What follows belongs to an exercise in optimizing a design on an open flow for small area; a production flow would make more cautious choices. Only simulation tests tie the RTL to the original design; equivalence was not proved. Power and IR drop assume default switching activity.

**flow/run.sh**
```bash
#!/bin/bash
# synth_recipe.tcl (not shown) runs the flow's synth.tcl, then flattens the netlist and writes it again
# the make line also repeats each setting of config.mk as NAME=value (left out here)
make -C /OpenROAD-flow-scripts/flow DESIGN_CONFIG=/design/flow/config.mk WORK_HOME=/design/flow/orfs CLKGATE_MAP_FILE= SYNTH_SCRIPT=/design/flow/synth_recipe.tcl finish
```
**flow/config.mk**
```make
export PLATFORM = sky130hd
export DESIGN_NAME = Top
export DESIGN_NICKNAME = Top
export VERILOG_FILES = /design/flow/design.v
export SDC_FILE = /design/flow/constraint.sdc
export NUM_CORES = 4
export LEC_CHECK = 0
export CAP_MARGIN = 20
export CORE_MARGIN = 2
export CORE_UTILIZATION = 40
export SLEW_MARGIN = 20
```
**flow/constraint.sdc**
```tcl
create_clock -name core_clock -period 6.0 [get_ports {clk}]
set_input_delay 1.2000 -clock core_clock [delete_from_list [all_inputs] [get_ports {clk}]]
set_output_delay 1.2000 -clock core_clock [all_outputs]
set_load 0.01 [all_outputs]
```
**flow/design.v**
```verilog
`timescale 1ns / 1ps
module BCD_To_7seg(
    input [3:0] Display,
    output reg [7:0] cathode
    );
    always@(*) begin
        case(Display)
            4'b0000 : cathode = 8'b00000011; 
            4'b0001 : cathode = 8'b10011111; 
            4'b0010 : cathode = 8'b00100101; 
            4'b0011 : cathode = 8'b00001101; 
            4'b0100 : cathode = 8'b10011001; 
            4'b0101 : cathode = 8'b01001001; 
            4'b0110 : cathode = 8'b01000001; 
            4'b0111 : cathode = 8'b00011111; 
            4'b1000 : cathode = 8'b00000001; 
            4'b1001 : cathode = 8'b00001001; 
            4'b1010 : cathode = 8'b11111110; 
            default : cathode = 8'b11111111;
        endcase
    end
endmodule
`timescale 1ns / 1ps
module BCD_control(
    input [3:0] digit1,
    input [3:0] digit2,
    input [3:0] digit3,
    input [3:0] digit4,
    input [3:0] digit5,
    input [3:0] digit6,
    input [2:0]Digit_Display,
    output reg[3:0] Output_Display,  
    output reg [7:0] anode
    );
    always@(*)
        begin
            case(Digit_Display)
                3'b000:
                    begin
                    Output_Display = digit1;  
                    anode = 8'b11101111;  
                    end
                3'b001:
                    begin
                    Output_Display = digit2;  
                    anode = 8'b11011111;  
                    end
                3'b010:
                    begin
                    Output_Display = digit3;  
                    anode = 8'b10111111;  
                    end
                3'b011:
                    begin
                    Output_Display = digit4;  
                    anode = 8'b01111111;  
                    end
                 3'b100:
                    begin
                    Output_Display = digit5;  
                    anode = 8'b11111110;  
                    end
                 3'b101:
                    begin
                    Output_Display = digit6;  
                    anode = 8'b11111101;  
                    end
                 default:
                    begin
                    Output_Display = 4'b1111;  
                    anode = 8'b11111111;
                    end
            endcase
        end
endmodule
`timescale 1ns / 1ps
module Binary_to_BCD(
    input clk,
    input reset,
    input tick,
    input[5:0] signal,  
    output reg [3:0] hundred,
    output reg [3:0] tens,
    output reg [3:0] ones
    );
always @(posedge clk) begin
if (reset) begin
hundred <= 0;
tens <= 0;
ones <= 0;
end
else if (tick) begin
hundred <= signal /100;
tens <= signal/10;
ones <= signal%10;
end
end
endmodule
`timescale 1ns / 1ps
module Clock_div #(parameter Div_value = 200 )(  
    input wire clk,
    input wire reset,
    output reg New_clk,
    output wire tick
    );
    integer couter;
    assign tick = (couter == Div_value) && (New_clk == 1'b0);
    always@(posedge clk)
        begin
            if (reset)
                couter <= 0;
            else if (couter == Div_value)
                couter <= 0;
            else
                couter <= couter+1;
        end
    always@(posedge clk)
    begin
        if (reset)
            New_clk <= 1'b0;
        else if (couter == Div_value)
            New_clk <= ~New_clk;
    end
endmodule
`timescale 1ns / 1ps
module Digit_Display(
    input clock,
    input reset,
    input tick,
    output reg [2:0]Digit_Display
    );
    always@(posedge clock)
    if (reset)
        Digit_Display <= 0;
    else if (tick) begin
        if(Digit_Display ==6)
            Digit_Display <=0;
        else
            Digit_Display <= Digit_Display +1;
    end
endmodule
`timescale 1ns / 1ps
module Digital_Clock(
    input clk,
    input tick,
    input en,
    input reset,
    input HourP,  
    input minuteP,  
    output [3:0] s1,  
    output [3:0] s2,  
    output [3:0] m1,  
    output [3:0] m2,  
    output [3:0] h1,   
    output [3:0] h2   
    );
    reg [5:0] hour, minute, second;
    integer clock;
    always@(posedge clk)
    begin
        if (reset == 1)  
        begin
            {hour,minute,second} <= 0;
            clock <= 0;
        end
        else if (tick == 1)
        begin
        if (HourP ==1)
            begin  
                if(hour ==23)  
                    hour<= 0;
                else
                    hour <= hour+1;
            end  
        else if(minuteP == 1)
            begin
                if (minute == 59)  
                    minute<=0;
                else 
                    minute <=  minute +1;
            end
        else if (en == 1)  
            if ( clock == 11) 
                begin  
                    clock <= 0;
                    if (second == 59)
                        begin 
                        second<=0;
                        if (minute == 59)
                            begin 
                                minute <= 0;
                                if (hour ==23)
                                    hour<=0;
                                else  
                                    hour <= hour +1;
                            end  
                        else  
                            minute <= minute +1;
                    end  
            else  
            second <= second +1;
         end 
        else
        clock <= clock +1;
        end
     end
     Binary_to_BCD secs(.clk(clk),.reset(reset),.tick(tick),.signal(second),.hundred(),.tens(s1),.ones(s2));
     Binary_to_BCD mins(.clk(clk),.reset(reset),.tick(tick),.signal(minute),.hundred(),.tens(m1),.ones(m2));
     Binary_to_BCD hours(.clk(clk),.reset(reset),.tick(tick),.signal(hour),.hundred(),.tens(h1),.ones(h2));
endmodule
`timescale 1ns / 1ps
module Top(
    input wire clk,
    input en,reset,HourP,minuteP,
    output wire [7:0]cathode,
    output wire [7:0]AN
    );
    wire [3:0]s1,s2,m1,m2,h1,h2;
    wire [2:0]DP;
    wire [3:0]display;
    wire New_clk, New_tick;
    wire Time_clk, Time_tick;
Clock_div #(200) Clock_div(.clk(clk),.reset(reset),.New_clk(New_clk),.tick(New_tick));   
Clock_div #(400) Clock_couter(.clk(clk),.reset(reset),.New_clk(Time_clk),.tick(Time_tick));
Digital_Clock Digital_Clock(.clk(clk),.tick(Time_tick),.en(en),.reset(reset),.HourP(HourP),.minuteP(minuteP),.s1(s1),.s2(s2),.m1(m1),.m2(m2),.h1(h1),.h2(h2));
Digit_Display Digit_Display(.clock(clk),.reset(reset),.tick(New_tick),.Digit_Display(DP));
BCD_control BCD_control(.digit5(s2),.digit6(s1),.digit1(m2),.digit2(m1),.digit3(h2),.digit4(h1),.Digit_Display(DP),.Output_Display(display),.anode(AN));
BCD_To_7seg bcd(.Display(display),.cathode(cathode));
endmodule
```
==> impl_results.md, run 1 <==
* Result of the run: finished clean
* Row count at 50
* Top Usage Layer GRT: met2
* Number of maximum-capacitance constraint violations at 0
* PortBufs at 18
* Share of the synthesized netlist area taken by xor and xnor gates at 0.0958
* Height of the die at 142 µm
* Post-CTS setup-driven buffer insertion count at 0
* Setup Viol. Count Final at 0
* Power density over the cells at 237 mW/mm²
* Total Die Area at between 0.02 and 0.025 mm²
* Diodes inserted at 0
* Routed Antenna Nets at 0
* Number of nets in the finished design at ~980
* Worst IR drop on VDD at 0.197 mV
* Dpl cell area at 0.00792 mm²
* DR iter-0 viols at 336
* Fmax achieved at 207 MHz
* Routed len/inst at 13.0 µm
* Fraction of synthesis flops using an asynchronous set or reset pin at 0
* HP Start: Digital_Clock.mins.ones[1]$_SDFFE_PP0P_
* Total number of vias at 6353
* Total routing resource utilization after global routing at 0.159
* Antenna violations before repair at 0
* Grt total ovfl at 0
* Sequential-to-total area share from yosys stat at 0.369
* Gp weighted congestion at 0.804
* Number of endpoints with negative hold slack in the final report at 0
* Time the worst path needs with I/O delays and setup at 4.83 ns
* Share of cells above drive strength 1 at 0.0489
* Synth Instances at 954
* Count of yosys warnings during synthesis at 7
* CTS tree: done
* Portion of total power attributed to sequential cells at 0.464
* Clk slew on worst S/H paths at 0.06 ns
* H-tree depth reported by CTS at 4
* Depth of the most critical reg-to-reg path at 12
* M3 GR Usage at 0.0273
* Required time worst endpoint at ~4.8 ns
* Number of flops mapped to enable cells by yosys at 0
* Post-detailed-route via-to-cell ratio at 5.32
* I/O pin total at 21
* Sw frac at 0.215
* Post-synthesis share of cell area spent on and, or, nand and nor gates at 0.303
* Total iterations of the first detailed-routing run at 4
* Internal power consumption at about 1.6 mW
* Number of CTS-inserted buffers at 17
* Average footprint of a synthesized cell at a little under 8 µm²
* Crit Reg-Reg Endpoint: Digital_Clock.mins.ones[3]$_SDFFE_PP0P_
* Number of DRC violations after detailed routing at 0
* Min-delay worst type: flip-flop to flip-flop
* Final clock period utilization by the worst path at 0.804
* Type of origin of the critical path: flip-flop
* Crit path from: Digit_Display.Digit_Display[0]$_SDFFE_PP0P_
* Layout area overhead at 12.1%
* Count of cell types in the netlist at 69
* Estimated wirelength of the detail-placed design at 10500 µm
* Global-route met1 utilization at 0.212
* Overall Power at 2.02 mW
* Hold buffer count at cts at 0
* Pins Over Slew Limit at 0
* Clk root buf: clkbuf_16
* Number of sinks on the clock net at 140
* Final setup TNS at 0 ns
* Critical path data arrival time at 3.63 ns
* Endpoint, Worst Hold: Digital_Clock.mins.ones[1]$_SDFFE_PP0P_
* Pin count of the biggest net entering global routing at 46
* Via count of the first global-routing pass at 5767
* Element type at the critical path end: primary output
* Maximum clock path buffer count at 2
* Cts repair resizes at 0
* Critical path fanouts, max at 17
* Setup repair after global routing missed its margin: no
* Worst Path Class, Setup: flip-flop to primary output
* Slew at the pin closest to its max-slew limit at 0.822 ns
* First-pass GRT wire length at 26700 µm
* Worst R2R Start: Digital_Clock.minute[4]$_SDFFE_PP0P_
* Synth Area in Compound Gates at 0.119
* Worst R2R Setup Slack at 2.80 ns
* Post-Synthesis Cell Area at roughly 0.0076 mm²
* Main combinational cell family by area after synthesis: simple AND/OR/NAND/NOR gates
* Max-Slew Margin vs Limit at 0.447
* Area inside the core boundary at 0.0186 mm²
* Share of total power in combinational logic at 0.018
* Worst clock skew at 0.0114 ns
* Number of synthesized register bits at 140
* Chip width at 142 µm
* Worst Hold Depth at 2
* Clock power share at 0.518
* Initial cell density of the core at 0.407
* Primary FF master, synth: dfxtp_1
* Static leakage at 3.00 nW
* Post-synthesis mux area share at 0.0190
* Adder-cell share of the synthesized area at 0.0491
* Total non-filler cell area in the finished layout at 0.00850 mm²
* Total wire length after detailed routing at 15500 µm
* Switching power of the nets at ~0.43 mW
* Met2 global-route usage at 0.257
* Clock latency reported for the late side of the worst-skew pair at 0.42 ns
## critical path, stage by stage (launching register included)
cell	delay (ns)
dfxtp_1	0.64
and2_1	0.21
ha_1	0.27
nand2b_1	0.18
nor2_1	0.10
a2111oi_2	0.76
nand2b_1	0.27
inv_1	0.05
a22oi_1	0.17
clkdlybuf4s50_1	0.56
## sequential cells by signal, indices dropped and copies added (netlist names)
| name | flops |
|---|---|
| Digital_Clock.mins.ones | 4 |
| Digital_Clock.hours.ones | 4 |
| Digital_Clock.secs.tens | 3 |
| Digital_Clock.mins.tens | 3 |
| Digital_Clock.second | 6 |
| Clock_couter.New_clk | 1 |
| Digital_Clock.clock | 32 |
| Digital_Clock.minute | 6 |
| Clock_div.New_clk | 1 |
| Clock_div.couter | 32 |
| Clock_couter.couter | 32 |
| Digital_Clock.hours.tens | 3 |
| Digit_Display.Digit_Display | 3 |
| Digital_Clock.hour | 6 |
| Digital_Clock.secs.ones | 4 |
## power groups by stage
stage	sequential (mW)	combinational (mW)	clock (mW)
after floorplan	0.957	0.0257	0
after CTS	0.937	0.0371	1.07
final	0.937	0.0359	1.05
after global placement	0.958	0.0365	0
after detailed placement	0.958	0.0370	0
after global routing	0.938	0.0410	1.11
## through the flow
step / util / hold WS (ns) / std cells / setup slack, ns
2_1_floorplan: - / 0.426 / 955 / 2.20
3_3_place_gp: 0.425 / 0.443 / 1165 / 1.69
3_5_place_dp: 0.425 / 0.450 / 1165 / 1.63
4_1_cts: 0.456 / 0.457 / 1195 / 1.17
5_1_grt: 0.456 / 0.482 / 1195 / 0.790
6_report: 0.456 / 0.453 / 1195 / 1.17
## cells by family (layout without fill, tap and decap cells)
logic type | after synthesis | in the layout
other | 1 | 2
AO/OA/AOI/OAI | 146 | 146
multiplexers | 14 | 14
XOR/XNOR | 83 | 83
AND/OR/NAND/NOR | 454 | 454
buffers and inverters | 86 | 92
flip-flops | 140 | 140
adder cells (fa/ha/maj) | 30 | 30
## routing by layer
metal,routed length (µm),up-vias,share of wire
met3,338,17,0.022
met1,7860,2942,0.51
met4,193,0,0.012
li1,-,3338,-
met2,7150,56,0.46
met5,0,-,0
## final cells by class
cell class,count,area (µm²)
Fill cell,1898,10100
Clock buffer,21,470
Tap cell,234,293
Inverter,40,150
Timing Repair Buffer,22,210
Multi-Input combinational cell,729,4460
Sequential cell,140,2800
Clock inverter,9,114
## worst max-delay path by stage
stage | to | slack [ns]
floorplan | cathode[3] | 2.20
global placement | cathode[3] | 1.69
detailed placement | cathode[3] | 1.63
CTS | cathode[3] | 1.17
global route | cathode[3] | 0.79
finish | cathode[3] | 1.17
## placed cells by master, fill, tap and decap left out, types with 5 or more instances in the layout
cell,netlist,final
mux2i_1,11,11
inv_1,39,39
or2_2,5,5
and4_1,12,12
clkbuf_16,0,17
and2_1,6,6
nand4_1,28,28
nor3b_1,7,7
a211oi_1,8,8
nand2b_1,7,7
and3_1,24,24
or3_1,20,20
nor3_1,15,15
a21oi_1,49,49
o21ai_0,37,37
or4_1,6,6
clkdlybuf4s50_1,0,18
nor4_1,22,22
a22oi_1,8,8
a31oi_1,5,5
xnor2_1,29,29
o21a_1,7,7
nor2_1,145,145
nor2b_1,8,8
ha_1,29,29
dfxtp_1,140,140
nand3_1,60,60
nand2_1,72,72
xor2_1,54,54
## synthesized netlist by cell type, types with 15 or more instances
cell type  count  area share
clkbuf_1      37       0.018
nor3_1        15      0.0099
nor4_1        22       0.018
xnor2_1       29       0.033
nor2_1       145       0.072
dfxtp_1      140        0.37
xor2_1        54       0.062
a21oi_1       49       0.032
inv_1         39       0.019
o21ai_0       37       0.024
and3_1        24       0.020
nand3_1       60       0.040
nand4_1       28       0.023
nand2_1       72       0.036
or3_1         20       0.016
ha_1          29       0.048
==> run 2: changes to the inputs <==
==> flow/design.v (replaced) <==
`timescale 1ns / 1ps
module Top(
    input wire clk,
    input en, reset, HourP, minuteP,
    output wire [7:0] cathode,
    output wire [7:0] AN
    );
    reg [8:0] rc;
    wire rtick = rc[8] & rc[7] & rc[4] & rc[0];           
    always @(posedge clk)
        if (reset)      rc <= 9'd201;
        else if (rtick) rc <= 9'd0;
        else            rc <= rc + 9'd1;
    reg [9:0] tc;
    wire ttick = tc[9] & tc[8] & tc[5] & tc[0];           
    always @(posedge clk)
        if (reset)      tc <= 10'd401;
        else if (ttick) tc <= 10'd0;
        else            tc <= tc + 10'd1;
    reg [2:0] DP;
    always @(posedge clk)
        if (reset)      DP <= 3'd0;
        else if (rtick) DP <= (DP[2] & DP[1]) ? 3'd0 : DP + 3'd1;
    localparam OP_NONE = 2'd0, OP_HOUR = 2'd1, OP_MIN = 2'd2, OP_SEC = 2'd3;
    reg [3:0] sub;
    reg [1:0] op;
    wire sub11 = sub[3] & sub[1] & sub[0];                 
    always @(posedge clk)
        if (reset) begin
            sub <= 4'd0;
            op  <= OP_NONE;
        end else if (ttick) begin
            if (HourP)        op <= OP_HOUR;
            else if (minuteP) op <= OP_MIN;
            else if (en) begin
                op  <= sub11 ? OP_SEC : OP_NONE;
                sub <= sub11 ? 4'd0 : sub + 4'd1;
            end else          op <= OP_NONE;
        end
    reg [3:0] s_o, m_o, h_o;
    reg [2:0] s_t, m_t;
    reg [1:0] h_t;
    wire s_o9 = s_o[3] & s_o[0];
    wire s_t5 = s_t[2] & s_t[0];
    wire m_o9 = m_o[3] & m_o[0];
    wire m_t5 = m_t[2] & m_t[0];
    wire h_o9 = h_o[3] & h_o[0];
    wire h_23 = h_t[1] & h_o[1] & h_o[0];
    wire inc_s = op == OP_SEC;
    wire inc_m = (op == OP_MIN) | (inc_s & s_t5 & s_o9);
    wire inc_h = (op == OP_HOUR) | (inc_s & s_t5 & s_o9 & m_t5 & m_o9);
    always @(posedge clk)
        if (reset) begin
            {s_o, s_t, m_o, m_t, h_o, h_t} <= 0;
        end else if (ttick) begin
            if (inc_s) begin
                s_o <= s_o9 ? 4'd0 : s_o + 4'd1;
                if (s_o9) s_t <= s_t5 ? 3'd0 : s_t + 3'd1;
            end
            if (inc_m) begin
                m_o <= m_o9 ? 4'd0 : m_o + 4'd1;
                if (m_o9) m_t <= m_t5 ? 3'd0 : m_t + 3'd1;
            end
            if (inc_h) begin
                if (h_23) begin
                    h_o <= 4'd0;
                    h_t <= 2'd0;
                end else if (h_o9) begin
                    h_o <= 4'd0;
                    h_t <= h_t + 2'd1;
                end else
                    h_o <= h_o + 4'd1;
            end
        end
    reg [3:0] digit;
    reg [7:0] an;
    always @(*)
        case (DP)
            3'd0: begin digit = m_o;          an = 8'b11101111; end
            3'd1: begin digit = {1'b0, m_t};  an = 8'b11011111; end
            3'd2: begin digit = h_o;          an = 8'b10111111; end
            3'd3: begin digit = {2'b0, h_t};  an = 8'b01111111; end
            3'd4: begin digit = s_o;          an = 8'b11111110; end
            3'd5: begin digit = {1'b0, s_t};  an = 8'b11111101; end
            default: begin digit = 4'bxxxx;   an = 8'b11111111; end
        endcase
    assign AN = an;
    reg [6:0] seg;
    always @(*)
        case (digit)
            4'd0: seg = 7'b0000001;
            4'd1: seg = 7'b1001111;
            4'd2: seg = 7'b0010010;
            4'd3: seg = 7'b0000110;
            4'd4: seg = 7'b1001100;
            4'd5: seg = 7'b0100100;
            4'd6: seg = 7'b0100000;
            4'd7: seg = 7'b0001111;
            4'd8: seg = 7'b0000000;
            4'd9: seg = 7'b0000100;
            default: seg = 7'bxxxxxxx;
        endcase
    assign cathode = {seg, 1'b1};
endmodule
--- a/flow/config.mk
+++ b/flow/config.mk
@@ -6,6 +6,9 @@
 export NUM_CORES = 4
 export LEC_CHECK = 0
+export ABC_AREA = 1
 export CAP_MARGIN = 20
 export CORE_MARGIN = 2
 export CORE_UTILIZATION = 40
+export CTS_CLUSTER_DIAMETER = 500
+export CTS_CLUSTER_SIZE = 100
 export SLEW_MARGIN = 20
==> run 2 against run 1 <==
  * Still clean on timing, DRC and antenna
  * Cell count shrank 60%
  * Register-to-register slack improved by 1.3 ns
  * Critical path depth increased by 4
  * Worst setup slack gained 0.67 ns
  * Worst hold slack worse by 0.015 ns
  * Sequential cell count decreased by 92
  * Highest routed layer unchanged
==> impl_results.md, run 2 <==
* Type of origin of the critical path: flip-flop
* Total Die Area at 0.00744 mm² (-63%)
* Total wire length after detailed routing at 5540 µm (-64%)
* Total iterations of the first detailed-routing run at 4 (unchanged)
* Share of the synthesized netlist area taken by xor and xnor gates at 0.0259 (-0.0699)
* Most used cells in the layout excluding fill and tap cells: 69 x nand2_1, 50 x inv_1, 49 x nor2_1
* Post-synthesis mux area share at 0 (-0.0190)
* Power density over the cells at 195 mW/mm² (-18%)
* Gp weighted congestion at 0.777 (-3.4%)
* Registers with the most flip-flops: tc (10), rc (9)
* Overall Power at 0.594 mW (-71%)
* Multi-input combinational cell area at 0.00149 mm² (-67%)
* Chip width at 86.3 µm (-39%)
* Element type at the critical path end: primary output
* Clk root buf: clkbuf_8
* Share of cells above drive strength 1 at 0.0842 (+0.0353)
* Sequential-to-total area share from yosys stat at 0.355 (-0.0144)
* Post-detailed-route via-to-cell ratio at 4.96 (-6.7%)
* Adder-cell share of the synthesized area at 0.0739 (+0.0248)
* Critical path data arrival time at 2.96 ns (-0.67 ns)
* HP Start: tc[0]$_SDFF_PP1_
* Number of flops mapped to enable cells by yosys at 0 (unchanged)
* Fraction of synthesis flops using an asynchronous set or reset pin at 0 (unchanged)
* Final clock period utilization by the worst path at 0.693 (-0.111)
* Pin count of the biggest net entering global routing at 17 (-63%)
* Post-synthesis share of cell area spent on and, or, nand and nor gates at 0.325 (+0.0218)
* Total number of vias at 2385 (-62%)
* Number of sinks on the clock net at 48 (-66%)
* Row count at 29 (-42%)
* Sw frac at 0.228 (+0.0128)
* Setup Viol. Count Final at 0 (unchanged)
* Synth Instances at 386 (-60%)
* Hold buffer count at cts at 0 (unchanged)
* Final setup TNS at 0 ns (unchanged)
* CTS tree: done
* Post-Synthesis Cell Area at 0.00271 mm² (-64%)
* Flip-flop count of the largest register, all copies and words added at 10
* Count of yosys warnings during synthesis at 1 (-6)
* Maximum clock path buffer count at 2 (unchanged)
* Top-area cell type share of the netlist area at 0.355 (-0.0144)
* Min-delay worst type: flip-flop to flip-flop
* Worst Hold Depth at 1 (-1)
* Dominant cell by count in the synthesized netlist: nand2_1
* Number of maximum-capacitance constraint violations at 0 (unchanged)
* DR iter-0 viols at 94 (-72%)
* Final std cells w/o fill at 481 (-60%)
* Internal power consumption at 0.459 mW (-71%)
* Routed len/inst at 11.5 µm (-11%)
* Required time worst endpoint at 4.80 ns (about the same)
* Height of the die at 86.3 µm (-39%)
* Number of inserted filler cells in the final layout at 688 (-64%)
* Main combinational cell family by area after synthesis: simple AND/OR/NAND/NOR gates
* Result of the run: finished clean
* Antenna violations before repair at 0 (unchanged)
* Number of nets in the finished design at 424 (-57%)
* Worst R2R Setup Slack at 4.13 ns (+1.33 ns)
* Max-Slew Margin vs Limit at 0.574 (+0.127)
* Grt total ovfl at 0 (unchanged)
* Estimated wirelength of the detail-placed design at 4300 µm (-59%)
* Worst clock skew at 0.00529 ns (-0.00616 ns)
* H-tree depth reported by CTS at 2 (-2)
* Switching power of the nets at 0.135 mW (-69%)
* I/O pin total at 21 (unchanged)
* Area taken by flip-flops and latches at 961 µm² (-66%)
* Leading area contributor after synthesis: dfxtp_1
* Clk slew on worst S/H paths at 0.09 ns (+0.03 ns)
* Static leakage at 1.29 nW (-57%)
* Initial cell density of the core at 0.419 (+0.0121)
* Depth of the most critical reg-to-reg path at 7 (-5)
* Worst Path Class, Setup: flip-flop to primary output
* Cell types with the highest counts after synthesis: 69 x nand2_1, 50 x inv_1, 49 x nor2_1, 48 x dfxtp_1, 29 x nand3_1
* Number of endpoints with negative hold slack in the final report at 0 (unchanged)
* Worst IR drop on VDD at 0.102 mV (-48%)
* Setup repair after global routing missed its margin: no
* Area contributors post-synth: dfxtp_1 35%, nand2_1 9.6%, ha_1 7.4%, inv_1 6.9%, nor2_1 6.8%
* Clock power share at 0.407 (-0.111)
* Placed cell count at 473 (-59%)
* First-pass GRT wire length at 9780 µm (-63%)
* Number of DRC violations after detailed routing at 0 (unchanged)
* Pins Over Slew Limit at 0 (unchanged)
* Slew at the pin closest to its max-slew limit at 0.639 ns (-0.183 ns)
* Number of synthesized register bits at 48 (-66%)
* Fmax achieved at 240 MHz (+16%)
* Time the worst path needs with I/O delays and setup at 4.16 ns (-0.666 ns)
* Post-CTS setup-driven buffer insertion count at 0 (unchanged)
* Leading cell type in the layout, fill and taps excluded: nand2_1
* Share of total power in combinational logic at 0.041 (+0.023)
* Crit Reg-Reg Endpoint: s_o[0]$_SDFFE_PP0P_
* Primary FF master, synth: dfxtp_1
* Routed Antenna Nets at 0 (unchanged)
* Endpoint, Worst Hold: tc[0]$_SDFF_PP1_
* Count of cell types in the netlist at 37 (-46%)
* Clock latency reported for the late side of the worst-skew pair at 0.30 ns (-0.12 ns)
* Layout area overhead at 12.3%
* Portion of total power attributed to sequential cells at 0.552 (+0.088)
* Average footprint of a synthesized cell at 7.01 µm² (-12%)
* Via count of the first global-routing pass at 2266 (-61%)
* Total routing resource utilization after global routing at 0.161 (+0.00251)
* Number of CTS-inserted buffers at 5 (-12)
* Critical path fanouts, max at 12 (-5)
* Crit path from: DP[2]$_SDFFE_PP0P_
* Area inside the core boundary at 0.00646 mm² (-65%)
* Reg with most FFs: tc
* Final Util at 0.471 (+0.0148)
* Worst R2R Start: tc[5]$_SDFF_PP0_
* Synth Area in Compound Gates at 0.120 (+0.00112)
* Cts repair resizes at 0 (unchanged)
* Diodes inserted at 0 (unchanged)
* PortBufs at 17 (-1)
==> run 2: cell count changes after synthesis, sizes merged, moves of 20 or more <==
cell / before / now
dfxtp: 140 / 48
nand3: 60 / 30
xor2: 54 / 6
nor2: 145 / 55
and3: 24 / 2
clkbuf: 37 / 3
a21oi: 49 / 29
nor4: 22 / 0
xnor2: 29 / 2
or3: 20 / 0
==> run 2: metrics by stage <==
step	hold slack, ns	setup WS (ns)	area [µm²]
detailed placement	0.423	2.18	2930
floorplan	0.396	3.00	2720
global placement	0.418	2.26	2930
global route	0.458	1.55	3040
finish	0.438	1.84	3040
CTS	0.445	1.83	3040
==> run 2: worst max-delay path by stage <==
stage | endpoint | slack, ns | depth (start not counted)
floorplan | cathode[4] | 3.00 | 12
finish | cathode[2] | 1.84 | 13
CTS | cathode[4] | 1.83 | 12
global route | cathode[4] | 1.55 | 12
detailed placement | cathode[4] | 2.18 | 12
global placement | cathode[4] | 2.26 | 12
==> run 2: cell type report <==
class                      count  share of cell area
sequential                    48               0.316
inverter                      54              0.0671
clock buffer                   5              0.0226
multi-input combinational    276               0.489
tap                           77              0.0317
timing repair buffer          18              0.0584
clock inverter                 3              0.0152
==> run 2: logic make-up after synthesis <==
| group | count (synthesis) |
|---|---|
| flops | 48 |
| compound gates | 58 |
| buf+inv | 64 |
| simple gates | 191 |
| xor+xnor | 8 |
| fa+ha+maj | 16 |
| other cells | 1 |
==> run 2: metal layers <==
metal / GRT usage / routed length [µm]
met4: 0.0526 / 69
met1: 0.203 / 2710
met2: 0.278 / 2650
met3: 0.0314 / 109
met5: 0 / 0
==> run 2: power by group through the flow <==
stage               registers (mW)  logic [mW]  clock network [mW]
floorplan                    0.335      0.0183                   0
global placement             0.336      0.0242                   0
detailed placement           0.336      0.0250                   0
CTS                          0.328      0.0249               0.251
global route                 0.329      0.0288               0.261
finish                       0.328      0.0245               0.242
==> run 2: worst max-delay path: stages, from the launching register on <==
cell and delay (ns):
dfxtp_1 0.58, inv_2 0.18, ha_1 0.30, nor2_4 0.18
nand2_2 0.10, inv_2 0.09, nand2_1 0.05, nand2_1 0.08
inv_1 0.07, ha_1 0.23, nor2_1 0.11, nor2_1 0.05
nor2_1 0.09, clkdlybuf4s50_1 0.54
==> run 3: changes to the inputs <==
--- a/flow/config.mk
+++ b/flow/config.mk
@@ -6,5 +6,5 @@
 export NUM_CORES = 4
 export LEC_CHECK = 0
-export ABC_AREA = 1
+export ABC_CLOCK_PERIOD_IN_PS = 6000
 export CAP_MARGIN = 20
 export CORE_MARGIN = 2
==> run 3 against run 2 <==
  * Sequential power about the same
  * Global-route usage decreased by 2.5 points
  * Die area decreased by 5.6%
  * Power decreased by 6.3%
  * Non-clock buffer count unchanged
  * Sequential cell count unchanged
  * Critical path type unchanged
  * Largest cell class unchanged
  * Largest power group unchanged
==> impl_results.md, run 3 <==
* Type of origin of the critical path: flip-flop
* Gp weighted congestion at 0.830 (+6.8%)
* Clk root buf: clkbuf_8
* Multi-input combinational cell area at 0.00147 mm² (-1.3%)
* First-pass GRT wire length at 7910 µm (-19%)
* Total wire length after detailed routing at 4690 µm (-15%)
* Time the worst path needs with I/O delays and setup at 4.47 ns (+0.310 ns)
* DR iter-0 viols at 122 (+30%)
* I/O pin total at 21 (unchanged)
* Fmax achieved at 224 MHz (-6.9%)
* Slew at the pin closest to its max-slew limit at 0.678 ns (+0.0396 ns)
* Number of flops mapped to enable cells by yosys at 0 (unchanged)
* Number of endpoints with negative hold slack in the final report at 0 (unchanged)
* Post-CTS setup-driven buffer insertion count at 0 (unchanged)
* Initial cell density of the core at 0.409 (-0.0106)
* Count of cell types in the netlist at 43 (+16%)
* Global-route met1 utilization at 0.179 (-0.0241)
* Pin count of the biggest net entering global routing at 40 (+23)
* Number of nets in the finished design at 337 (-21%)
* Min-delay worst type: flip-flop to flip-flop
* Grt total ovfl at 0 (unchanged)
* Cell types with the highest counts after synthesis: 48 x dfxtp_1, 34 x nor2_1, 28 x nand2_1, 20 x nand3_1, 17 x a21oi_1
* Pins Over Slew Limit at 0 (unchanged)
* Height of the die at 83.8 µm (-2.8%)
* Most used cells in the layout excluding fill and tap cells: 48 x dfxtp_1, 34 x nor2_1, 28 x nand2_1
* Leading cell type in the layout, fill and taps excluded: dfxtp_1
* Number of maximum-capacitance constraint violations at 0 (unchanged)
* Area inside the core boundary at 0.00624 mm² (-3.4%)
* Total iterations of the first detailed-routing run at 5 (+1)
* Dominant cell by count in the synthesized netlist: dfxtp_1
* Result of the run: finished clean
* Routed Antenna Nets at 0 (unchanged)
* Total Die Area at 0.00703 mm² (-5.6%)
* Leading area contributor after synthesis: dfxtp_1
* M3 GR Usage at 0.0346 (+0.00319)
* Number of CTS-inserted buffers at 5 (unchanged)
* Final Util at 0.455 (-0.0156)
* Row count at 29 (unchanged)
* Setup repair after global routing missed its margin: no
* Chip width at 83.8 µm (-2.8%)
* Total routing resource utilization after global routing at 0.136 (-0.0250)
* Power density over the cells at 196 mW/mm² (+0.32%)
* H-tree depth reported by CTS at 2 (unchanged)
* Fraction of synthesis flops using an asynchronous set or reset pin at 0 (unchanged)
* Max-Slew Margin vs Limit at 0.544 (-0.0294)
* Total number of vias at 2027 (-15%)
* Clk slew on worst S/H paths at 0.09 ns (about the same)
* Area contributors post-synth: dfxtp_1 38%, ha_1 7.9%, xnor2_1 5.5%, nor2_1 5.0%, nand2_1 4.1%
* Antenna violations before repair at 0 (unchanged)
* Share of cells above drive strength 1 at 0.0379 (-0.0463)
* Required time worst endpoint at 4.80 ns (about the same)
* Layout area overhead at 11.4%
* Diodes inserted at 0 (unchanged)
* Post-Synthesis Cell Area at 0.00255 mm² (-5.8%)
* Final clock period utilization by the worst path at 0.745 (+0.0516)
* Worst Path Class, Setup: flip-flop to primary output
* Number of synthesized register bits at 48 (unchanged)
* Synth Instances at 306 (-21%)
* Critical path data arrival time at 3.27 ns (+0.31 ns)
* Cts repair resizes at 0 (unchanged)
* Worst IR drop on VDD at 0.111 mV (+8.5%)
* Reg with most FFs: tc
* Primary FF master, synth: dfxtp_1
* Routed len/inst at 11.9 µm (+3.3%)
* Maximum clock path buffer count at 2 (unchanged)
* Final setup margin at 1.53 ns (-0.310 ns)
* Element type at the critical path end: primary output
* Via count of the first global-routing pass at 1792 (-21%)
* Number of inserted filler cells in the final layout at 622 (-9.6%)
* Registers with the most flip-flops: tc (10), rc (9)
* CTS tree: done
* Number of sinks on the clock net at 48 (unchanged)
* Area taken by flip-flops and latches at 961 µm² (unchanged)
* Hold buffer count at cts at 0 (unchanged)
* Count of yosys warnings during synthesis at 1 (unchanged)
* Estimated wirelength of the detail-placed design at 3360 µm (-22%)
* Average footprint of a synthesized cell at 8.33 µm² (+19%)
* Final setup TNS at 0 ns (unchanged)
* Setup Viol. Count Final at 0 (unchanged)
* Number of DRC violations after detailed routing at 0 (unchanged)
* Top Usage Layer GRT: met2
* Clock latency reported for the late side of the worst-skew pair at 0.30 ns (about the same)
* Met2 global-route usage at 0.215 (-0.0638)
* Flip-flop count of the largest register, all copies and words added at 10 (unchanged)
* Critical path fanouts, max at 14 (+2)
* Static leakage at 1.03 nW (-20%)
* Setup WS pre-CTS at 1.86 ns (-0.312 ns)
* Worst clock skew at 0.00781 ns (+0.00252 ns)
* Post-detailed-route via-to-cell ratio at 5.14 (+3.8%)
* Top-area cell type share of the netlist area at 0.377 (+0.0219)
* Sequential-to-total area share from yosys stat at 0.377 (+0.0219)
* PortBufs at 17 (unchanged)
==> run 3: cell count changes in the layout (fill, tap and decap cells not counted), sizes merged, moves of 4 or more <==
cell	change
nor2b	+4
nand3	-10
mux2i	+6
a21o	+7
nand2b	+7
inv	-42
a21oi	-12
xnor2	+14
o21ai	-13
nand2	-49
and3	+5
a31oi	+4
nor2	-21
nand4	-5
==> run 3: final timing paths <==
check | end | start | slack (ns) | depth (start not counted)
max | cathode[4] | DP[2]$_SDFFE_PP0P_ | 1.53 | 10
min reg2reg | tc[0]$_SDFF_PP1_ | tc[0]$_SDFF_PP1_ | 0.47 | 1
max reg2reg | h_t[1]$_SDFFE_PP0P_ | s_o[0]$_SDFFE_PP0P_ | 4.07 | 5
min | tc[0]$_SDFF_PP1_ | tc[0]$_SDFF_PP1_ | 0.47 | 1
==> run 3: layout make-up <==
type,count,share of cell area
clock buffer,6,0.0291
clock inverter,2,0.00484
inverter,11,0.0145
multi-input combinational,232,0.517
sequential,48,0.338
tap,77,0.0339
timing repair buffer,18,0.0625
==> run 3: logic make-up (layout without fill, tap and decap cells) <==
logic type | Yosys count | in the layout | synth area share
AOI/OAI and AO/OA | 50 | 50 | 0.128
xor gates and xnor gates | 22 | 22 | 0.0756
adders and majority gates | 16 | 16 | 0.0785
buffers and inverters | 28 | 37 | 0.0500
DFF | 48 | 48 | 0.377
muxes | 6 | 6 | 0.0236
other | 1 | 3 | 0.00147
and+or+nand+nor | 135 | 135 | 0.266
==> run 3: worst max-delay path: stages, from the launching register on <==
cell             delay, ns
dfxtp_1               0.57
inv_1                 0.12
ha_1                  0.26
a211o_1               0.32
or2_0                 0.31
a31oi_1               0.22
inv_1                 0.11
ha_1                  0.30
nand2_1               0.05
a21boi_1              0.15
clkdlybuf4s50_1       0.55
==> run 3: stage by stage <==
stage / total power [mW] / hold WS, ns / cell area [µm²] / cells
2_1_floorplan: 0.353 / 0.415 / 2560 / 308
3_3_place_gp: 0.359 / 0.441 / 2750 / 386
3_5_place_dp: 0.360 / 0.449 / 2750 / 386
4_1_cts: 0.567 / 0.472 / 2840 / 394
5_1_grt: 0.581 / 0.492 / 2840 / 394
6_report: 0.557 / 0.471 / 2840 / 394
==> run 3: power by group <==
group | switching [mW] | internal (mW) | total (mW)
Combinational | 0.0122 | 0.00997 | 0.0222
Sequential | 0.00565 | 0.324 | 0.329
Clock | 0.111 | 0.0944 | 0.205
Total | 0.129 | 0.428 | 0.557
==> run 3: routing by layer <==
metal  vias up  share of wire
li1       1077              -
met1       914           0.52
met2        29           0.43
met3         7          0.033
met4         0          0.018
met5         -              0
==> run 4: changes to the inputs <==
--- a/flow/config.mk
+++ b/flow/config.mk
@@ -6,9 +6,6 @@
 export NUM_CORES = 4
 export LEC_CHECK = 0
-export ABC_CLOCK_PERIOD_IN_PS = 6000
 export CAP_MARGIN = 20
 export CORE_MARGIN = 2
 export CORE_UTILIZATION = 40
-export CTS_CLUSTER_DIAMETER = 500
-export CTS_CLUSTER_SIZE = 100
 export SLEW_MARGIN = 20
==> run 4 against run 3 <==
  * Global-route usage stayed put
  * Non-clock buffer count is the same
  * Wire length stayed put
  * Clock-buffer cell count did not move
  * Register-to-register slack is essentially flat
  * Via count stayed put
  * Critical path depth stayed put
  * Core utilization did not move
  * Clock power hardly changed
  * Cell count did not move
  * Fmax unchanged
  * Worst hold slack stayed put
  * Critical endpoint unchanged
  * Largest power group unchanged
==> impl_results.md, run 4 <==
* Result of the run: finished clean
* Routed len/inst at 11.9 µm (unchanged)
* Hold buffer count at cts at 0 (unchanged)
* Time the worst path needs with I/O delays and setup at 4.47 ns (unchanged)
* Area contributors post-synth: dfxtp_1 38%, ha_1 7.9%, xnor2_1 5.5%, nor2_1 5.0%, nand2_1 4.1%
* Number of synthesized register bits at 48 (unchanged)
* Total Die Area at 0.00703 mm² (unchanged)
* Endpoint, Worst Hold: tc[0]$_SDFF_PP1_
* Post-CTS setup-driven buffer insertion count at 0 (unchanged)
* Cts repair resizes at 0 (unchanged)
* Worst IR drop on VDD at 0.111 mV (unchanged)
* Maximum clock path buffer count at 2 (unchanged)
* Number of endpoints with negative hold slack in the final report at 0 (unchanged)
* CTS tree: done
* I/O pin total at 21 (unchanged)
* Clock latency reported for the late side of the worst-skew pair at 0.30 ns (about the same)
* Top-area cell type share of the netlist area at 0.377 (unchanged)
* Row count at 29 (unchanged)
* Count of yosys warnings during synthesis at 1 (unchanged)
* Clk root buf: clkbuf_8
* Slew at the pin closest to its max-slew limit at 0.678 ns (unchanged)
* Gp weighted congestion at 0.830 (unchanged)
* Element type at the critical path end: primary output
* Final setup margin at 1.53 ns (unchanged)
* Pin count of the biggest net entering global routing at 40 (unchanged)
* Flip-flop count of the largest register, all copies and words added at 10 (unchanged)
* Synth Instances at 306 (unchanged)
* Height of the die at 83.8 µm (unchanged)
* Number of CTS-inserted buffers at 5 (unchanged)
* CP peak stage delay at 0.57 ns (about the same)
* Critical path data arrival time at 3.27 ns (about the same)
* Post-detailed-route via-to-cell ratio at 5.14 (unchanged)
* Count of cell types in the netlist at 43 (unchanged)
* Leading area contributor after synthesis: dfxtp_1
* Type of origin of the critical path: flip-flop
* Setup WS pre-CTS at 1.86 ns (unchanged)
* Grt total ovfl at 0 (unchanged)
* Setup repair after global routing missed its margin: no
* Reg with most FFs: tc
* Share of cells above drive strength 1 at 0.0379 (unchanged)
* Power density over the cells at 196 mW/mm² (unchanged)
* First-pass GRT wire length at 7910 µm (unchanged)
* Average footprint of a synthesized cell at 8.33 µm² (unchanged)
* Total iterations of the first detailed-routing run at 5 (unchanged)
* Sequential-to-total area share from yosys stat at 0.377 (unchanged)
* Min-delay worst type: flip-flop to flip-flop
* Number of nets in the finished design at 337 (unchanged)
* Fmax achieved at 224 MHz (unchanged)
* Final setup TNS at 0 ns (unchanged)
* DR iter-0 viols at 122 (unchanged)
* Routed Antenna Nets at 0 (unchanged)
* Worst Path Class, Setup: flip-flop to primary output
* Worst clock skew at 0.00781 ns (unchanged)
* Total number of vias at 2027 (unchanged)
* Initial cell density of the core at 0.409 (unchanged)
* Total wire length after detailed routing at 4690 µm (unchanged)
* HP Start: tc[0]$_SDFF_PP1_
* Via count of the first global-routing pass at 1792 (unchanged)
* Post-Synthesis Cell Area at 0.00255 mm² (unchanged)
* Layout area overhead at 11.4% (unchanged)
* Cell types with the highest counts after synthesis: 48 x dfxtp_1, 34 x nor2_1, 28 x nand2_1, 20 x nand3_1, 17 x a21oi_1
* Fraction of synthesis flops using an asynchronous set or reset pin at 0 (unchanged)
* Static leakage at 1.03 nW (unchanged)
* Area inside the core boundary at 0.00624 mm² (unchanged)
* Number of sinks on the clock net at 48 (unchanged)
* Primary FF master, synth: dfxtp_1
* Pins Over Slew Limit at 0 (unchanged)
* Worst R2R Start: s_o[0]$_SDFFE_PP0P_
* Number of flops mapped to enable cells by yosys at 0 (unchanged)
* Setup Viol. Count Final at 0 (unchanged)
* Dominant cell by count in the synthesized netlist: dfxtp_1
* Registers with the most flip-flops: tc (10), rc (9)
* Diodes inserted at 0 (unchanged)
* Chip width at 83.8 µm (unchanged)
* Number of DRC violations after detailed routing at 0 (unchanged)
* Critical path fanouts, max at 14 (unchanged)
* Number of maximum-capacitance constraint violations at 0 (unchanged)
* Depth of the most critical reg-to-reg path at 5 (unchanged)
* Max-Slew Margin vs Limit at 0.544 (unchanged)
* H-tree depth reported by CTS at 2 (unchanged)
* Final clock period utilization by the worst path at 0.745 (unchanged)
* Crit Reg-Reg Endpoint: h_t[1]$_SDFFE_PP0P_
* List of cells traversed by the critical path: inv_1 > ha_1 > a211o_1 > or2_0 > a31oi_1 > inv_1 > ha_1 > nand2_1 > a21boi_1 > clkdlybuf4s50_1
* Worst Hold Depth at 1 (unchanged)
* Leading cell type in the layout, fill and taps excluded: dfxtp_1
* Critical-path top delay cell: dfxtp_1
* PortBufs at 17 (unchanged)
* Worst R2R Setup Slack at 4.07 ns (about the same)
* Antenna violations before repair at 0 (unchanged)
* Most used cells in the layout excluding fill and tap cells: 48 x dfxtp_1, 34 x nor2_1, 28 x nand2_1
* Estimated wirelength of the detail-placed design at 3360 µm (unchanged)
* Clk slew on worst S/H paths at 0.09 ns (about the same)
* Required time worst endpoint at 4.80 ns (about the same)
* Total routing resource utilization after global routing at 0.136 (unchanged)
[run 4: through the flow]
step	hold slack [ns]	instances	utilization	cell area, µm²	total power [mW]
after floorplan	0.415	308	-	2560	0.353
after global placement	0.441	386	0.440	2750	0.359
after detailed placement	0.449	386	0.440	2750	0.360
after CTS	0.472	394	0.455	2840	0.567
after global routing	0.492	394	0.455	2840	0.581
final	0.471	394	0.455	2840	0.557
[run 4: worst max path at each step]
stage / start / to / slack, ns / cells past startpoint
2_1_floorplan: DP[2]$_SDFFE_PP0P_ / cathode[2] / 2.37 / 10
4_1_cts: DP[2]$_SDFFE_PP0P_ / cathode[4] / 1.52 / 10
5_1_grt: DP[2]$_SDFFE_PP0P_ / cathode[2] / 1.20 / 9
3_3_place_gp: DP[2]$_SDFFE_PP0P_ / cathode[4] / 1.93 / 10
3_5_place_dp: DP[2]$_SDFFE_PP0P_ / cathode[4] / 1.86 / 10
6_report: DP[2]$_SDFFE_PP0P_ / cathode[4] / 1.53 / 10
[run 4: logic make-up (layout without fill, tap and decap cells)]
kind of cell / count (synthesis) / count (layout) / share of synthesized area
xor+xnor: 22 / 22 / 0.0756
mux: 6 / 6 / 0.0236
fa+ha+maj: 16 / 16 / 0.0785
simple gates: 135 / 135 / 0.266
buf+inv: 28 / 37 / 0.0500
compound gates: 50 / 50 / 0.128
other cells: 1 / 3 / 0.00147
flops: 48 / 48 / 0.377
[run 4: final cells by class]
type	instances	area (µm²)
Sequential cell	48	961
Timing Repair Buffer	18	178
Fill cell	622	3400
Tap cell	77	96.3
Clock buffer	6	82.6
Inverter	11	41.3
Clock inverter	2	13.8
Multi-Input combinational cell	232	1470
[run 4: routing by layer]
metal | part of all wire | up-vias | global-route usage
met5 | 0 | - | 0
met1 | 0.52 | 914 | 0.179
met3 | 0.033 | 7 | 0.0346
met2 | 0.43 | 29 | 0.215
li1 | - | 1077 | -
met4 | 0.018 | 0 | 0.0543
[run 4: report_power, final]
group	leakage, nW	switching [mW]	internal (mW)
Clock	0.0516	0.111	0.0944
Combinational	0.592	0.0122	0.00997
Sequential	0.388	0.00565	0.324
Total	1.03	0.129	0.428
[run 4: worst max-delay path, delay by kind of cell, from the launching register on]
family	cells	cell delay [ns]
compound gates	3	0.69
fa+ha+maj	2	0.56
buf+inv	3	0.78
simple gates	2	0.36
flops	1	0.57
==> run 5: changes to the inputs <==
--- a/flow/design.v
+++ b/flow/design.v
@@ -7,19 +7,17 @@
     );
     reg [8:0] rc;
-    wire rtick = rc[8] & rc[7] & rc[4] & rc[0];           
+    wire rtick = rc[3] & ~(rc[1] | rc[2] | rc[4] | rc[5] | rc[6] | rc[7]);
     always @(posedge clk)
-        if (reset)      rc <= 9'd201;
-        else if (rtick) rc <= 9'd0;
-        else            rc <= rc + 9'd1;
+        if (reset) rc <= 9'd182;
+        else       rc <= {rc[7:0], rc[8] ^ rc[4] ^ rtick};
     reg [9:0] tc;
-    wire ttick = tc[9] & tc[8] & tc[5] & tc[0];           
+    wire ttick = ~(tc[1] | tc[2] | tc[3] | tc[4] | tc[5] | tc[6] | tc[7]);
     always @(posedge clk)
-        if (reset)      tc <= 10'd401;
-        else if (ttick) tc <= 10'd0;
-        else            tc <= tc + 10'd1;
+        if (reset) tc <= 10'd282;
+        else       tc <= {tc[8:0], tc[9] ^ tc[6] ^ ttick};
     reg [2:0] DP;
     always @(posedge clk)
-        if (reset)      DP <= 3'd0;
-        else if (rtick) DP <= (DP[2] & DP[1]) ? 3'd0 : DP + 3'd1;
+        if (reset)      DP <= 3'b001;
+        else if (rtick) DP <= {DP[1:0], DP[2] ^ DP[1]};
     localparam OP_NONE = 2'd0, OP_HOUR = 2'd1, OP_MIN = 2'd2, OP_SEC = 2'd3;
     reg [3:0] sub;
@@ -77,10 +75,10 @@
     always @(*)
         case (DP)
-            3'd0: begin digit = m_o;          an = 8'b11101111; end
-            3'd1: begin digit = {1'b0, m_t};  an = 8'b11011111; end
-            3'd2: begin digit = h_o;          an = 8'b10111111; end
-            3'd3: begin digit = {2'b0, h_t};  an = 8'b01111111; end
-            3'd4: begin digit = s_o;          an = 8'b11111110; end
-            3'd5: begin digit = {1'b0, s_t};  an = 8'b11111101; end
+            3'b001: begin digit = m_o;          an = 8'b11101111; end
+            3'b010: begin digit = {1'b0, m_t};  an = 8'b11011111; end
+            3'b101: begin digit = h_o;          an = 8'b10111111; end
+            3'b011: begin digit = {2'b0, h_t};  an = 8'b01111111; end
+            3'b111: begin digit = s_o;          an = 8'b11111110; end
+            3'b110: begin digit = {1'b0, s_t};  an = 8'b11111101; end
             default: begin digit = 4'bxxxx;   an = 8'b11111111; end
         endcase
==> run 5 against run 4 <==
  * Non-clock buffer count unchanged
  * Clock-buffer cell count is 1 lower
  * Global-route usage increased by 0.11 points
  * Critical path type unchanged
  * Register-to-register slack got worse by 0.27 ns
  * Via count fell by 12%
  * Worst setup slack better by 0.33 ns
  * Clock power decreased by 19%
  * Sequential power about the same
  * Critical endpoint is now cathode[7]
  * Largest power group unchanged
  * Wire length shrank 12%
==> impl_results.md, run 5 <==
* Result of the run: finished clean
* Post-detailed-route via-to-cell ratio at 5.14 (-0.18%)
* Count of yosys warnings during synthesis at 1 (unchanged)
* Number of DRC violations after detailed routing at 0 (unchanged)
* Cell types with the highest counts after synthesis: 48 x dfxtp_1, 25 x nor2_1, 22 x nand2_1, 12 x nor3_1
* Maximum clock path buffer count at 2 (unchanged)
* Primary FF master, synth: dfxtp_1
* Via count of the first global-routing pass at 1508 (-16%)
* Depth of the most critical reg-to-reg path at 5 (unchanged)
* H-tree depth reported by CTS at 2 (unchanged)
* Row count at 27 (-6.9%)
* Registers with the most flip-flops: tc (10), rc (9)
* Clock latency reported for the late side of the worst-skew pair at 0.29 ns (about the same)
* Estimated wirelength of the detail-placed design at 3020 µm (-10%)
* Post-CTS setup-driven buffer insertion count at 0 (unchanged)
* Routed len/inst at 11.9 µm (about the same)
* Leading cell type in the layout, fill and taps excluded: dfxtp_1
* Setup Viol. Count Final at 0 (unchanged)
* Fraction of synthesis flops using an asynchronous set or reset pin at 0 (unchanged)
* Leading area contributor after synthesis: dfxtp_1
* Type of origin of the critical path: flip-flop
* PortBufs at 17 (unchanged)
* Final clock period utilization by the worst path at 0.689 (-0.0555)
* Dpl cell area at 0.00255 mm² (-7.1%)
* Hold buffer count at cts at 0 (unchanged)
* Count of cell types in the netlist at 49 (+14%)
* I/O pin total at 21 (unchanged)
* Top-area cell type share of the netlist area at 0.407 (+0.0304)
* Reg with most FFs: tc
* Fmax achieved at 242 MHz (+8.1%)
* Number of endpoints with negative hold slack in the final report at 0 (unchanged)
* Critical path data arrival time at 2.94 ns (-0.33 ns)
* Number of synthesized register bits at 48 (unchanged)
* Pins Over Slew Limit at 0 (unchanged)
* Max-Slew Margin vs Limit at 0.467 (-0.0768)
* Gp weighted congestion at 0.870 (+4.9%)
* Required time worst endpoint at 4.80 ns (about the same)
* Number of flops mapped to enable cells by yosys at 0 (unchanged)
* Pin count of the biggest net entering global routing at 27 (-33%)
* Final hold slack at 0.411 ns (-0.0603 ns)
* Clk slew on worst S/H paths at 0.07 ns (-0.02 ns)
* Total non-filler cell area in the finished layout at 0.00262 mm² (-7.8%)
* Cts repair resizes at 0 (unchanged)
* Worst Hold Depth at 1 (unchanged)
* Worst IR drop on VDD at 0.112 mV (+1.3%)
* Post-Synthesis Cell Area at 0.00236 mm² (-7.5%)
* Average footprint of a synthesized cell at 8.87 µm² (+6.5%)
* Worst clock skew at 0.00470 ns (-0.00311 ns)
* Grt total ovfl at 0 (unchanged)
* Final Util at 0.467 (+0.0119)
* Time the worst path needs with I/O delays and setup at 4.14 ns (-0.333 ns)
* Synth Instances at 266 (-13%)
* Worst Path Class, Setup: flip-flop to primary output
* Final setup TNS at 0 ns (unchanged)
* Height of the die at 80.8 µm (-3.6%)
* Total number of vias at 1782 (-12%)
* Area contributors post-synth: dfxtp_1 41%, ha_1 4.8%, mux2i_1 4.7%, nor2_1 4.0%, nand2_1 3.5%
* Initial cell density of the core at 0.421 (+0.0122)
* CTS tree: done
* Total wire length after detailed routing at 4130 µm (-12%)
* DR iter-0 viols at 110 (-9.8%)
* Setup repair after global routing missed its margin: no
* Number of CTS-inserted buffers at 5 (unchanged)
* Number of nets in the finished design at 291 (-14%)
* Element type at the critical path end: primary output
* Static leakage at 0.986 nW (-4.5%)
* Overall Power at 0.520 mW (-6.6%)
* Total routing resource utilization after global routing at 0.137 (+0.00110)
* Flip-flop count of the largest register, all copies and words added at 10 (unchanged)
* Layout area overhead at 11.0%
* Total Die Area at 0.00653 mm² (-7.1%)
* Area inside the core boundary at 0.00561 mm² (-10%)
* Critical path fanouts, max at 15 (+1)
* Slew at the pin closest to its max-slew limit at 0.788 ns (+0.109 ns)
* Chip width at 80.8 µm (-3.6%)
* Share of cells above drive strength 1 at 0.0836 (+0.0458)
* Clk root buf: clkbuf_8
* Min-delay worst type: flip-flop to flip-flop
* Diodes inserted at 0 (unchanged)
* Total iterations of the first detailed-routing run at 4 (-1)
* Antenna violations before repair at 0 (unchanged)
* Power density over the cells at 199 mW/mm² (+1.3%)
* First-pass GRT wire length at 7060 µm (-11%)
* Most used cells in the layout excluding fill and tap cells: 48 x dfxtp_1, 25 x nor2_1, 22 x nand2_1
* Number of sinks on the clock net at 48 (unchanged)
* Sequential-to-total area share from yosys stat at 0.407 (+0.0304)
* Routed Antenna Nets at 0 (unchanged)
* Number of maximum-capacitance constraint violations at 0 (unchanged)
* Dominant cell by count in the synthesized netlist: dfxtp_1
[run 5: cell count changes after synthesis, sizes merged, moves of 6 or more]
cell,previous run,this run
nor2b,4,11
nand2,28,22
nand3,20,8
ha,16,9
nor2,34,25
o22ai,0,7
or2,1,11
xnor2,16,7
[run 5: through the flow]
stage                     std cells  worst slack (ns)
after floorplan                 268              2.96
after global placement          342              2.25
after detailed placement        342              2.17
after CTS                       347              1.86
after global routing            347              1.58
final                           347              1.86
[run 5: final cells by class]
type,count,area [µm²]
fill,559,2990
multi-input combinational,196,1290
sequential,48,961
timing repair buffer,18,178
tap,72,90.1
clock buffer,5,68.8
inverter,8,30.0
[run 5: metal layers]
| metal | share of wire | global-route usage |
|---|---|---|
| met5 | 0 | 0 |
| met4 | 0.0087 | 0.0492 |
| met3 | 0.039 | 0.0344 |
| met2 | 0.42 | 0.203 |
| met1 | 0.53 | 0.194 |
[run 5: report_power, final]
part | internal [mW] | switching [mW] | leakage, nW | total [mW]
registers | 0.327 | 0.00466 | 0.392 | 0.332
clock network | 0.0752 | 0.0920 | 0.0359 | 0.167
logic | 0.0101 | 0.0109 | 0.558 | 0.0210
[run 5: kinds of logic (layout without fill, tap and decap cells)]
family,Yosys count,count (layout),synth area share
adders and majority gates,9,9,0.0477
and+or+nand+nor,120,120,0.279
DFF,48,48,0.407
AOI/OAI and AO/OA,42,42,0.128
muxes,11,11,0.0467
other,1,3,0.00159
xor gates and xnor gates,11,11,0.0408
buffers and inverters,24,31,0.0483
[run 5: final timing paths]
path	end	slack [ns]	start
setup / recovery	cathode[7]	1.86	DP[1]$_SDFFE_PP0P_
hold / removal	rc[1]$_SDFF_PP1_	0.41	rc[0]$_SDFF_PP0_
setup reg to reg	m_t[2]$_SDFFE_PP0P_	3.80	tc[2]$_SDFF_PP0_
hold reg to reg	rc[1]$_SDFF_PP1_	0.41	rc[0]$_SDFF_PP0_
[run 5: worst max-delay path, stage by stage (launching register included)]
cell and delay (ns):
dfxtp_1 0.60, ha_1 0.39, nand2b_1 0.11, nand3_1 0.10, nor2_1 0.04, o22ai_1 0.40, ha_1 0.25, inv_1 0.04
o22ai_1 0.15, clkdlybuf4s50_1 0.56
==> run 6: changes to the inputs <==
--- a/flow/config.mk
+++ b/flow/config.mk
@@ -9,3 +9,6 @@
 export CORE_MARGIN = 2
 export CORE_UTILIZATION = 40
+export CTS_BUF_LIST = sky130_fd_sc_hd__clkbuf_2 sky130_fd_sc_hd__clkbuf_4
+export CTS_CLUSTER_DIAMETER = 500
+export CTS_CLUSTER_SIZE = 30
 export SLEW_MARGIN = 20
==> run 6 against run 5 <==
  * Sequential cell count unchanged
  * Still clean on timing, DRC and antenna
  * Clock-buffer cell count unchanged
  * Critical path depth unchanged
  * Non-clock buffer count unchanged
  * Synthesized cell count unchanged
  * Via count up 0.73%
  * Worst setup slack worse by 0.069 ns
  * Sequential share of layout area up 0.44 points
  * Global-route usage up 0.16 points
  * Worst hold slack better by 0.0090 ns
  * Clock power down 23%
  * Clock skew up 0.0011 ns
==> impl_results.md, run 6 <==
* Worst R2R Start: tc[2]$_SDFF_PP0_
* Registers with the most flip-flops: tc (10), rc (9)
* Cell types with the highest counts after synthesis: 48 x dfxtp_1, 25 x nor2_1, 22 x nand2_1, 12 x nor3_1
* Critical path data arrival time at 3.00 ns (+0.06 ns)
* HP Start: rc[0]$_SDFF_PP0_
* Worst clock skew at 0.00583 ns (+0.00113 ns)
* Pin count of the biggest net entering global routing at 27 (unchanged)
* Final setup margin at 1.80 ns (-0.0691 ns)
* Estimated wirelength of the detail-placed design at 3020 µm (unchanged)
* Grt total ovfl at 0 (unchanged)
* Worst Path Class, Setup: flip-flop to primary output
* Element type at the critical path end: primary output
* Endpoint, Worst Hold: rc[1]$_SDFF_PP1_
* Reg with most FFs: tc
* Buffer and inverter count on the worst path at 2 (unchanged)
* Total number of vias at 1795 (+0.73%)
* Clk root buf: clkbuf_4
* Worst R2R Setup Slack at 3.79 ns (about the same)
* Critical-path top delay cell: dfxtp_1
* Min-delay worst type: flip-flop to flip-flop
* Total wire length after detailed routing at 4150 µm (+0.46%)
* Depth of the most critical reg-to-reg path at 5 (unchanged)
* Result of the run: finished clean
* Leading cell type in the layout, fill and taps excluded: dfxtp_1
* List of cells traversed by the critical path: ha_1 > nand2b_1 > nand3_1 > nor2_1 > o22ai_1 > ha_1 > inv_1 > o22ai_1 > clkdlybuf4s50_1
* Row count at 27 (unchanged)
* DR iter-0 viols at 105 (-4.5%)
* Chip width at 80.8 µm (unchanged)
* Area inside the core boundary at 0.00561 mm² (unchanged)
* Dominant cell by count in the synthesized netlist: dfxtp_1
* Post-detailed-route via-to-cell ratio at 5.17 (+0.73%)
* Initial cell density of the core at 0.421 (unchanged)
* Setup repair after global routing missed its margin: no
* Total non-filler cell area in the finished layout at 0.00259 mm² (-1.2%)
* Synth Instances at 266 (unchanged)
* Total iterations of the first detailed-routing run at 4 (unchanged)
* Pins Over Slew Limit at 0 (unchanged)
* Primary FF master, synth: dfxtp_1
* Routed Antenna Nets at 0 (unchanged)
* Diodes inserted at 0 (unchanged)
* Top-area cell type share of the netlist area at 0.407 (unchanged)
* Maximum clock path buffer count at 2 (unchanged)
* Antenna violations before repair at 0 (unchanged)
* First-pass GRT wire length at 7080 µm (+0.30%)
* Number of CTS-inserted buffers at 5 (unchanged)
* Slew at the pin closest to its max-slew limit at 0.788 ns (-0.00000113 ns)
* Clock latency reported for the late side of the worst-skew pair at 0.34 ns (+0.05 ns)
* Total Die Area at 0.00653 mm² (unchanged)
* Average footprint of a synthesized cell at 8.87 µm² (unchanged)
* Leading area contributor after synthesis: dfxtp_1
* I/O pin total at 21 (unchanged)
* Multi-input combinational cell area at 0.00129 mm² (unchanged)
* Sequential-to-total area share from yosys stat at 0.407 (unchanged)
* Final hold slack at 0.420 ns (+0.00897 ns)
* Number of flops mapped to enable cells by yosys at 0 (unchanged)
* Layout area overhead at 9.70%
* Max-Slew Margin vs Limit at 0.467 (about the same)
* CTS tree: done
* Number of inserted filler cells in the final layout at 558 (-0.18%)
* Worst IR drop on VDD at 0.102 mV (-8.7%)
* Dpl cell area at 0.00255 mm² (unchanged)
* Setup Viol. Count Final at 0 (unchanged)
* Via count of the first global-routing pass at 1533 (+1.7%)
* Kind of cell adding the most delay to the critical path: adder cells
* Power density over the cells at 186 mW/mm² (-6.3%)
* Routed len/inst at 12.0 µm (+0.46%)
* Number of sinks on the clock net at 48 (unchanged)
* Area contributors post-synth: dfxtp_1 41%, ha_1 4.8%, mux2i_1 4.7%, nor2_1 4.0%, nand2_1 3.5%
* Height of the die at 80.8 µm (unchanged)
* Final setup TNS at 0 ns (unchanged)
* Number of endpoints with negative hold slack in the final report at 0 (unchanged)
* Required time worst endpoint at 4.80 ns (about the same)
* Most used cells in the layout excluding fill and tap cells: 48 x dfxtp_1, 25 x nor2_1, 22 x nand2_1
* Fraction of synthesis flops using an asynchronous set or reset pin at 0 (unchanged)
* Post-CTS setup-driven buffer insertion count at 0 (unchanged)
* Static leakage at 0.973 nW (-1.3%)
* Share of cells above drive strength 1 at 0.0836 (unchanged)
* Count of yosys warnings during synthesis at 1 (unchanged)
* Crit Reg-Reg Endpoint: m_t[2]$_SDFFE_PP0P_
* Time the worst path needs with I/O delays and setup at 4.20 ns (+0.0691 ns)
* Clk slew on worst S/H paths at 0.11 ns (+0.04 ns)
* Fmax achieved at 238 MHz (-1.6%)
* Number of synthesized register bits at 48 (unchanged)
* Number of maximum-capacitance constraint violations at 0 (unchanged)
* Hold buffer count at cts at 0 (unchanged)
* Gp weighted congestion at 0.870 (unchanged)
* Flip-flop count of the largest register, all copies and words added at 10 (unchanged)
* Number of nets in the finished design at 291 (unchanged)
* CP peak stage delay at 0.62 ns (+0.02 ns)
* Number of DRC violations after detailed routing at 0 (unchanged)
* Type of origin of the critical path: flip-flop
* Total routing resource utilization after global routing at 0.139 (+0.00164)
* H-tree depth reported by CTS at 2 (unchanged)
* Critical path fanouts, max at 15 (unchanged)
* Area taken by flip-flops and latches at 961 µm² (unchanged)
* Cts repair resizes at 0 (unchanged)
* Final clock period utilization by the worst path at 0.701 (+0.0115)
* PortBufs at 17 (unchanged)
* Worst Hold Depth at 1 (unchanged)
* Setup WS pre-CTS at 2.17 ns (unchanged)
* Count of cell types in the netlist at 49 (unchanged)
* Post-Synthesis Cell Area at 0.00236 mm² (unchanged)
==> run 6: cell counts after synthesis <==
Identical to the previous run, type by type.
==> run 6: cell families after synthesis <==
logic type	Yosys count	share of synthesized area
simple gates	120	0.279
flops	48	0.407
compound gates	42	0.128
buf+inv	24	0.0483
xor+xnor	11	0.0408
mux	11	0.0467
fa+ha+maj	9	0.0477
other cells	1	0.00159
==> run 6: area by class of cell <==
type / count / share of cell area
Multi-Input combinational cell: 196 / 0.499
Sequential cell: 48 / 0.371
Timing Repair Buffer: 18 / 0.0686
Tap cell: 72 / 0.0348
Clock buffer: 5 / 0.0145
Inverter: 8 / 0.0116
==> run 6: how the worst max path moves through the flow <==
stage | start | endpoint | slack, ns | cells past startpoint
floorplan | DP[0]$_SDFFE_PP1P_ | cathode[7] | 2.96 | 8
global placement | DP[1]$_SDFFE_PP0P_ | cathode[7] | 2.25 | 9
detailed placement | DP[1]$_SDFFE_PP0P_ | cathode[7] | 2.17 | 9
CTS | DP[1]$_SDFFE_PP0P_ | cathode[7] | 1.79 | 9
global route | DP[1]$_SDFFE_PP0P_ | cathode[7] | 1.49 | 9
finish | DP[1]$_SDFFE_PP0P_ | cathode[7] | 1.80 | 9
==> run 6: worst register-to-register path, delay by kind of cell, from the launching register on <==
family          cells  cell delay, ns
compound gates      2            0.76
flops               1            0.32
simple gates        3            1.02
==> run 6: power by group <==
part	total (mW)	internal (mW)	switching (mW)	leakage, nW
combinational	0.0211	0.0101	0.0109	0.558
sequential	0.332	0.328	0.00466	0.392
clock	0.128	0.0394	0.0887	0.0230
==> run 6: through the flow <==
step,power (mW),utilization,cells
after floorplan,0.355,-,268
after detailed placement,0.361,0.455,342
final,0.481,0.462,347
after global routing,0.506,0.462,347
after global placement,0.361,0.455,342
after CTS,0.489,0.462,347
==> run 6: metal layers <==
| metal | routed length, µm | share of wire | global-route usage |
|---|---|---|---|
| met3 | 158 | 0.038 | 0.0278 |
| met5 | 0 | 0 | 0 |
| met1 | 2180 | 0.52 | 0.191 |
| met4 | 47 | 0.011 | 0.0695 |
| met2 | 1770 | 0.43 | 0.207 |

==> afterwards: timing with drivers on the ports <==
How much do the figures lean on ideal ports? The routed layouts below were timed once more, with nothing changed but the port constraints.
Step 1 assumes that a clkbuf_16 drives the clock port and a buf_2 every other input.
Step 2 also shifts input and output timing later by t, the mid clock arrival at the registers, as if the neighbouring blocks saw the same clock.
Three values: ideal, step 1, step 2; two values: the first two.
| run | t (ns) | setup slack, ns | worst setup path after step 2 | clock arrival spread, ns | cell pins on the clock port's net |
|---|---|---|---|---|---|
| run 1 | 0.462 | 1.175 / 1.130 / 1.592 | register to output | 0.014 / 0.015 | 1 |
| run 2 | 0.329 | 1.841 / 1.811 / 2.140 | register to output | 0.005 / 0.006 | 1 |
| run 3 | 0.328 | 1.531 / 1.503 / 1.831 | register to output | 0.008 / 0.008 | 1 |
| run 4 | 0.328 | 1.531 / 1.503 / 1.831 | register to output | 0.008 / 0.008 | 1 |
| run 5 | 0.308 | 1.864 / 1.839 / 2.147 | register to output | 0.005 / 0.005 | 1 |
| run 6 | 0.363 | 1.795 / 1.771 / 2.134 | register to output | 0.006 / 0.006 | 1 |
After both steps every run listed still meets setup and hold.
